Context: an optimization exercise on an open-source flow, tuned for small area and a short achievable clock period. The choices shown serve that exercise and are no tape-out recipe. The RTL was checked by simulation tests, not by an equivalence proof against the original design. The clock port is modelled as an ideal driver; clocking choices that lean on that would not hold on a real chip. Power is estimated from default activity; no workload was simulated.

## top_level
module top_level (
    input          clk,
    input          resetn,
    input          start,
    input  [31:0]  frame_size,
    input  [15:0]  packet_size,
    input  [7:0]   pp_group,
    output [127:0] out1_tdata,
    output         out1_tvalid,
    output         out1_tlast,
    output [127:0] out2_tdata,
    output         out2_tvalid,
    output         out2_tlast
);
reg        gen_on;
reg [15:0] g;
wire [16:0] g_cy;
assign g_cy[0] = 1'b1;
genvar i;
generate for (i = 0; i < 16; i = i + 1) begin : g_gen
    assign g_cy[i+1] = g_cy[i] & g[i];
end endgenerate
always @(posedge clk) begin
    gen_on <= resetn & (gen_on | start);
    g      <= {16{gen_on}} & (g ^ g_cy[15:0]);
end
reg        path;
reg [15:0] ci;
reg [7:0]  co;
reg [15:0] cps;
reg        cps_t0;
reg        ovf;
wire ci_end = (ci == 16'd1);
wire co_end = (co == 8'd1);
wire swap   = ci_end & co_end & ~ovf;
wire [16:0] ci_bw;
wire [8:0]  co_bw;
assign ci_bw[0]  = 1'b1;
assign co_bw[0]  = 1'b1;
generate for (i = 0; i < 16; i = i + 1) begin : g_sw
    assign ci_bw[i+1]  = ci_bw[i] & ~ci[i];
end endgenerate
generate for (i = 0; i < 8; i = i + 1) begin : g_co
  ...
Size: about 1,800 cells after synthesis, roughly 320 I/O pins, about 18,000 µm² of cells after synthesis.
clock: 150.0 ns
lec_check: 0
cap_margin: 20
core_margin: 2
core_utilization: 70
cts_buf_list: sky130_fd_sc_hd__clkbuf_16
cts_cluster_diameter: 100
cts_cluster_size: 25
gpl_timing_driven: 0
place_density: 0.8
slew_margin: 20
standard.sh (not shown) runs the stock make flow with config.mk's settings and CLKGATE_MAP_FILE= SYNTH_SCRIPT=/design/flow/synth_recipe.tcl, a recipe that flattens the netlist after the stock synthesis.
==> flow/flow/run.sh <==
#!/bin/bash
# The standard layout (standard.sh) with three changes to how it is made:
# - the port buffers are buf_1 cells instead of the delay cells that
#   buffer_ports picks by default;
# - before the resizer runs, the buffers synthesis left on signal nets are
#   removed (rm_bufs.tcl), and every signal net with more than 24 loads is
#   split into groups of nearby loads, each driven by its own buf_4
#   (fanout_tree.tcl), instead of the resizer's buffer chains;
# - the resizer may not use delay cells as buffers (hook.tcl).
# The clock period and constraints are the standard flow's. ORFS's output is in
# standard.log; its per-step logs are under orfs/logs/.
export FLOW_FLOW_DIR=$PWD/flow
export BUFFER_PORTS_ARGS="-buffer_cell sky130_fd_sc_hd__buf_1"
export PRE_IO_PLACEMENT_TCL=$PWD/flow/io_groups.tcl
export PRE_RESIZE_TCL=$PWD/flow/pre_resize.tcl
export PRE_CTS_TCL=$PWD/flow/hook.tcl
export PRE_GLOBAL_ROUTE_TCL=$PWD/flow/hook.tcl
bash standard.sh > standard.log 2>&1
==> flow/flow/fanout_tree.tcl <==
# Split every high-fanout signal net into groups of nearby loads, each
# driven by its own buffer placed at the group's centre.
proc my_fanout_tree { max_fo buf_cell } {
  set block [ord::get_db_block]
  set dbu [$block getDbUnitsPerMicron]
  set todo {}
  foreach net [$block getNets] {
    if { [$net getSigType] != "SIGNAL" } { continue }
    set loads {}
    set clocked 0
    foreach it [$net getITerms] {
      if { [$it isInputSignal] } {
        lappend loads $it
      }
      if { [[$it getMTerm] getSigType] == "CLOCK" } { set clocked 1 }
    }
    if { $clocked || [llength $loads] <= $max_fo } { continue }
    lappend todo [list [$net getName] $loads]
    # the driver now drives the buffers spread over the die: make it strong
    foreach it [$net getITerms] {
      if { ![$it isOutputSignal] } { continue }
      set inst [$it getInst]
      if { [regexp {^(sky130_fd_sc_hd__[a-z0-9]+)_[0-9]+$} [[$inst getMaster] getName] -> base] } {
        set cell [get_lib_cells -quiet ${base}_4]
        if { $cell != "" } { replace_cell [get_cells [$inst getName]] $cell }
      }
    }
  }
  foreach item $todo {
    lassign $item name loads
    set n [llength $loads]
    set ngroups [expr {int(ceil(double($n) / $max_fo))}]
    set ncols [expr {int(ceil(sqrt($ngroups)))}]
    set pts {}
    foreach it $loads {
      set bb [[$it getInst] getBBox]
      lappend pts [list [expr {([$bb xMin] + [$bb xMax]) / 2}] [expr {([$bb yMin] + [$bb yMax]) / 2}] $it]
    }
    set pts [lsort -integer -index 0 $pts]
    set per_col [expr {int(ceil(double($n) / $ncols))}]
    set groups {}
    for {set c 0} {$c < $n} {incr c $per_col} {
      set col [lsort -integer -index 1 [lrange $pts $c [expr {$c + $per_col - 1}]]]
      set m [llength $col]
      set ng [expr {int(ceil(double($m) / $max_fo))}]
      set per [expr {int(ceil(double($m) / $ng))}]
      for {set g 0} {$g < $m} {incr g $per} {
        lappend groups [lrange $col $g [expr {$g + $per - 1}]]
      }
    }
    puts "fanout tree: net $name, $n loads, [llength $groups] buffers"
    foreach grp $groups {
      set sx 0; set sy 0; set pins {}
      foreach p $grp {
        lassign $p x y it
        set sx [expr {$sx + $x}]; set sy [expr {$sy + $y}]
        lappend pins [get_pins [[$it getInst] getName]/[[$it getMTerm] getName]]
      }
      set k [llength $grp]
      insert_buffer -buffer_cell $buf_cell -net [get_nets $name] -load_pins $pins \
        -location [list [expr {double($sx) / $k / $dbu}] [expr {double($sy) / $k / $dbu}]]
    }
  }
}
==> flow/flow/pre_resize.tcl <==
source $::env(FLOW_FLOW_DIR)/hook.tcl
source $::env(FLOW_FLOW_DIR)/rm_bufs.tcl
source $::env(FLOW_FLOW_DIR)/fanout_tree.tcl
source $::env(FLOW_FLOW_DIR)/upsize.tcl
my_remove_inner_buffers
my_fanout_tree 24 sky130_fd_sc_hd__buf_4
my_upsize_drivers 5 12
==> flow/flow/upsize.tcl <==
# Give the logic cells that drive many loads a stronger drive variant of
# the same function (these nets are short of slack only against the I/O
# delays, which the resizer does not chase).
proc my_upsize_drivers { fo2 fo4 } {
  set block [ord::get_db_block]
  set n 0
  foreach inst [$block getInsts] {
    set master [[$inst getMaster] getName]
    if { ![regexp {^(sky130_fd_sc_hd__[a-z0-9]+)_([0-9]+)$} $master -> base size] } { continue }
    if { [regexp {df|dl|buf|inv|conb|tap|fill|decap|ha$|fa$} $base] } { continue }
    set fo 0
    foreach it [$inst getITerms] {
      if { ![$it isOutputSignal] } { continue }
      set net [$it getNet]
      if { $net == "NULL" } { continue }
      foreach l [$net getITerms] { if { [$l isInputSignal] } { incr fo } }
    }
    set want 0
    if { $fo >= $fo4 } { set want 4 } elseif { $fo >= $fo2 } { set want 2 }
    if { $want <= $size } { continue }
    set cell [get_lib_cells -quiet ${base}_$want]
    if { $cell == "" } { continue }
    replace_cell [get_cells [$inst getName]] $cell
    incr n
  }
  puts "upsized $n drivers"
}
Other scripts of this flow, unchanged in this note and not shown: flow/flow/hook.tcl, flow/flow/io_groups.tcl, flow/flow/rm_bufs.tcl
Next try:
Settings changed: CORE_UTILIZATION 70 to 40, PLACE_DENSITY 0.8 to not set.
The new run went through all stages and came out clean.
Worst setup slack improves by 0.019 ns.
Sequential power hardly moves.
Sequential cell count does not change.
Total power climbs slightly.
Worst hold slack barely changes.
Global-route usage goes down by 16 points.
Clock power increases by a little under a tenth.
Register-to-register slack improved by 0.14 ns.
Via count falls by a few percent.
Next try:
==> flow/flow/run.sh (replaced) <==
#!/bin/bash
# The standard layout (standard.sh, unchanged synthesis) with these
# changes to how the layout is made; the clock period and constraints are
# the standard flow's:
# - the port buffers are buf_1 cells instead of the delay cells that
#   buffer_ports picks by default (every port still gets its own buffer);
# - the pins that carry the same data-part bit of a path are kept together
#   (io_groups.tcl);
# - before the resizer runs (pre_resize.tcl): the buffers synthesis left on
#   signal nets are removed (rm_bufs.tcl); every signal net with more than
#   32 loads is split into groups of nearby loads, each driven by its own
#   buf_4 (fanout_tree.tcl); logic cells and flip-flops that drive 5 or more
#   loads get a stronger drive variant of the same cell (upsize.tcl);
# - the resizer may not use delay cells as buffers (hook.tcl).
# ORFS's output is in standard.log; its per-step logs are under orfs/logs/.
export FLOW_FLOW_DIR=$PWD/flow
export BUFFER_PORTS_ARGS="-buffer_cell sky130_fd_sc_hd__buf_1"
export PRE_IO_PLACEMENT_TCL=$PWD/flow/io_groups.tcl
export PRE_RESIZE_TCL=$PWD/flow/pre_resize.tcl
export PRE_CTS_TCL=$PWD/flow/hook.tcl
export PRE_GLOBAL_ROUTE_TCL=$PWD/flow/hook.tcl
bash standard.sh > standard.log 2>&1
==> flow/flow/pre_resize.tcl (replaced) <==
source $::env(FLOW_FLOW_DIR)/hook.tcl
source $::env(FLOW_FLOW_DIR)/rm_bufs.tcl
source $::env(FLOW_FLOW_DIR)/fanout_tree.tcl
source $::env(FLOW_FLOW_DIR)/upsize.tcl
my_remove_inner_buffers
my_fanout_tree 32 sky130_fd_sc_hd__buf_4
my_upsize_drivers 5 12
--- a/flow/flow/upsize.tcl
+++ b/flow/flow/upsize.tcl
@@ -8,5 +8,5 @@
     set master [[$inst getMaster] getName]
     if { ![regexp {^(sky130_fd_sc_hd__[a-z0-9]+)_([0-9]+)$} $master -> base size] } { continue }
-    if { [regexp {df|dl|buf|inv|conb|tap|fill|decap|ha$|fa$} $base] } { continue }
+    if { [regexp {dl|buf|inv|conb|tap|fill|decap|ha$|fa$} $base] } { continue }
     set fo 0
     foreach it [$inst getITerms] {
Settings changed: CORE_UTILIZATION 40 to 60.
Result: Die area shrinks by 33%; wire length is lower by 6.0%; area after synthesis stays the same; cell area drops by 1.7%; critical path depth drops by 1; setup slack gains 0.11 ns; via count grows by 0.37%; cell count shrinks by 7.8%; synthesized cell count is unchanged.
Next try:
==> flow/flow/run.sh (replaced) <==
#!/bin/bash
# The standard layout (standard.sh) with three changes to how it is made:
# - the port buffers are buf_1 cells instead of the delay cells that
#   buffer_ports picks by default;
# - before the resizer runs, the buffers synthesis left on signal nets are
#   removed (rm_bufs.tcl), and every signal net with more than 24 loads is
#   split into groups of nearby loads, each driven by its own buf_4
#   (fanout_tree.tcl), instead of the resizer's buffer chains;
# - the resizer may not use delay cells as buffers (hook.tcl).
# The clock period and constraints are the standard flow's. ORFS's output is in
# standard.log; its per-step logs are under orfs/logs/.
export FLOW_FLOW_DIR=$PWD/flow
export BUFFER_PORTS_ARGS="-buffer_cell sky130_fd_sc_hd__buf_1"
export PRE_IO_PLACEMENT_TCL=$PWD/flow/io_groups.tcl
export PRE_RESIZE_TCL=$PWD/flow/pre_resize.tcl
export PRE_CTS_TCL=$PWD/flow/hook.tcl
export PRE_GLOBAL_ROUTE_TCL=$PWD/flow/hook.tcl
bash standard.sh > standard.log 2>&1
--- a/flow/flow/fanout_tree.tcl
+++ b/flow/flow/fanout_tree.tcl
@@ -17,13 +17,4 @@
     if { $clocked || [llength $loads] <= $max_fo } { continue }
     lappend todo [list [$net getName] $loads]
-    # the driver now drives the buffers spread over the die: make it strong
-    foreach it [$net getITerms] {
-      if { ![$it isOutputSignal] } { continue }
-      set inst [$it getInst]
-      if { [regexp {^(sky130_fd_sc_hd__[a-z0-9]+)_[0-9]+$} [[$inst getMaster] getName] -> base] } {
-        set cell [get_lib_cells -quiet ${base}_4]
-        if { $cell != "" } { replace_cell [get_cells [$inst getName]] $cell }
-      }
-    }
   }
   foreach item $todo {
==> flow/flow/pre_resize.tcl (replaced) <==
source $::env(FLOW_FLOW_DIR)/hook.tcl
source $::env(FLOW_FLOW_DIR)/rm_bufs.tcl
source $::env(FLOW_FLOW_DIR)/fanout_tree.tcl
source $::env(FLOW_FLOW_DIR)/upsize.tcl
my_remove_inner_buffers
my_fanout_tree 24 sky130_fd_sc_hd__buf_4
my_upsize_drivers 5 12
--- a/flow/flow/upsize.tcl
+++ b/flow/flow/upsize.tcl
@@ -8,5 +8,5 @@
     set master [[$inst getMaster] getName]
     if { ![regexp {^(sky130_fd_sc_hd__[a-z0-9]+)_([0-9]+)$} $master -> base size] } { continue }
-    if { [regexp {dl|buf|inv|conb|tap|fill|decap|ha$|fa$} $base] } { continue }
+    if { [regexp {df|dl|buf|inv|conb|tap|fill|decap|ha$|fa$} $base] } { continue }
     set fo 0
     foreach it [$inst getITerms] {
Settings changed: CORE_UTILIZATION 60 to 40.
- The new run passed the timing, design-rule and antenna checks
- flip-flop and latch count stays the same
- worst hold slack improved by 0.0085 ns
- first-iteration DRC count is lower by 19%
- wire length is higher by 6.0%
- area after synthesis stays the same
Next try:
--- a/flow/flow/fanout_tree.tcl
+++ b/flow/flow/fanout_tree.tcl
@@ -17,4 +17,13 @@
     if { $clocked || [llength $loads] <= $max_fo } { continue }
     lappend todo [list [$net getName] $loads]
+    # the driver now drives the buffers spread over the die: make it strong
+    foreach it [$net getITerms] {
+      if { ![$it isOutputSignal] } { continue }
+      set inst [$it getInst]
+      if { [regexp {^(sky130_fd_sc_hd__[a-z0-9]+)_[0-9]+$} [[$inst getMaster] getName] -> base] } {
+        set cell [get_lib_cells -quiet ${base}_4]
+        if { $cell != "" } { replace_cell [get_cells [$inst getName]] $cell }
+      }
+    }
   }
   foreach item $todo {
Settings changed: CORE_UTILIZATION 40 to 60.
Final area decreases slightly.
Power decreases slightly.
Synthesized cell count stays the same.
Clock power decreases by a few percent.
Next try:
==> flow/flow/pre_resize.tcl (replaced) <==
source $::env(FLOW_FLOW_DIR)/hook.tcl
source $::env(FLOW_FLOW_DIR)/rm_bufs.tcl
source $::env(FLOW_FLOW_DIR)/fanout_tree.tcl
source $::env(FLOW_FLOW_DIR)/upsize.tcl
my_remove_inner_buffers
my_fanout_tree 32 sky130_fd_sc_hd__buf_4
my_upsize_drivers 5 12
--- a/flow/flow/upsize.tcl
+++ b/flow/flow/upsize.tcl
@@ -8,5 +8,5 @@
     set master [[$inst getMaster] getName]
     if { ![regexp {^(sky130_fd_sc_hd__[a-z0-9]+)_([0-9]+)$} $master -> base size] } { continue }
-    if { [regexp {df|dl|buf|inv|conb|tap|fill|decap|ha$|fa$} $base] } { continue }
+    if { [regexp {dl|buf|inv|conb|tap|fill|decap|ha$|fa$} $base] } { continue }
     set fo 0
     foreach it [$inst getITerms] {
- via count is about the same
- synthesized area stays the same
- setup slack is better by 0.077 ns
- worst hold slack stays flat
- routed wire length drops by about 0.9%

static timing again, ports no longer ideal:
In the flow no input, the clock included, has a driving cell. The finished layouts below were timed again as built, in two steps. Step 1 sets driving cells, clkbuf_16 on the clock port and buf_2 on the other inputs (assumed; they add their load-dependent delay and slew). Step 2, shift: input delay + t, output delay - t, t = (earliest + latest rising clock arrival at the registers) / 2. This alone moves slack from input paths to output paths. Slacks: ideal ports / drivers / drivers and shift; pairs: ideal ports / drivers.
run | t, ns | slack for setup (ns) | worst setup path at the end
the first run | 0.562 | 117.817 / 117.766 / 117.804 | input to register
the second run | 0.585 | 117.836 / 117.779 / 117.777 | input to register
the third run | 0.572 | 117.947 / 117.898 / 117.761 | input to register
the fourth run | 0.581 | 117.570 / 117.511 / 117.653 | input to register
the fifth run | 0.577 | 117.870 / 117.817 / 117.767 | input to register
the sixth run | 0.572 | 117.947 / 117.898 / 117.761 | input to register
After both steps every run listed still meets setup and hold.
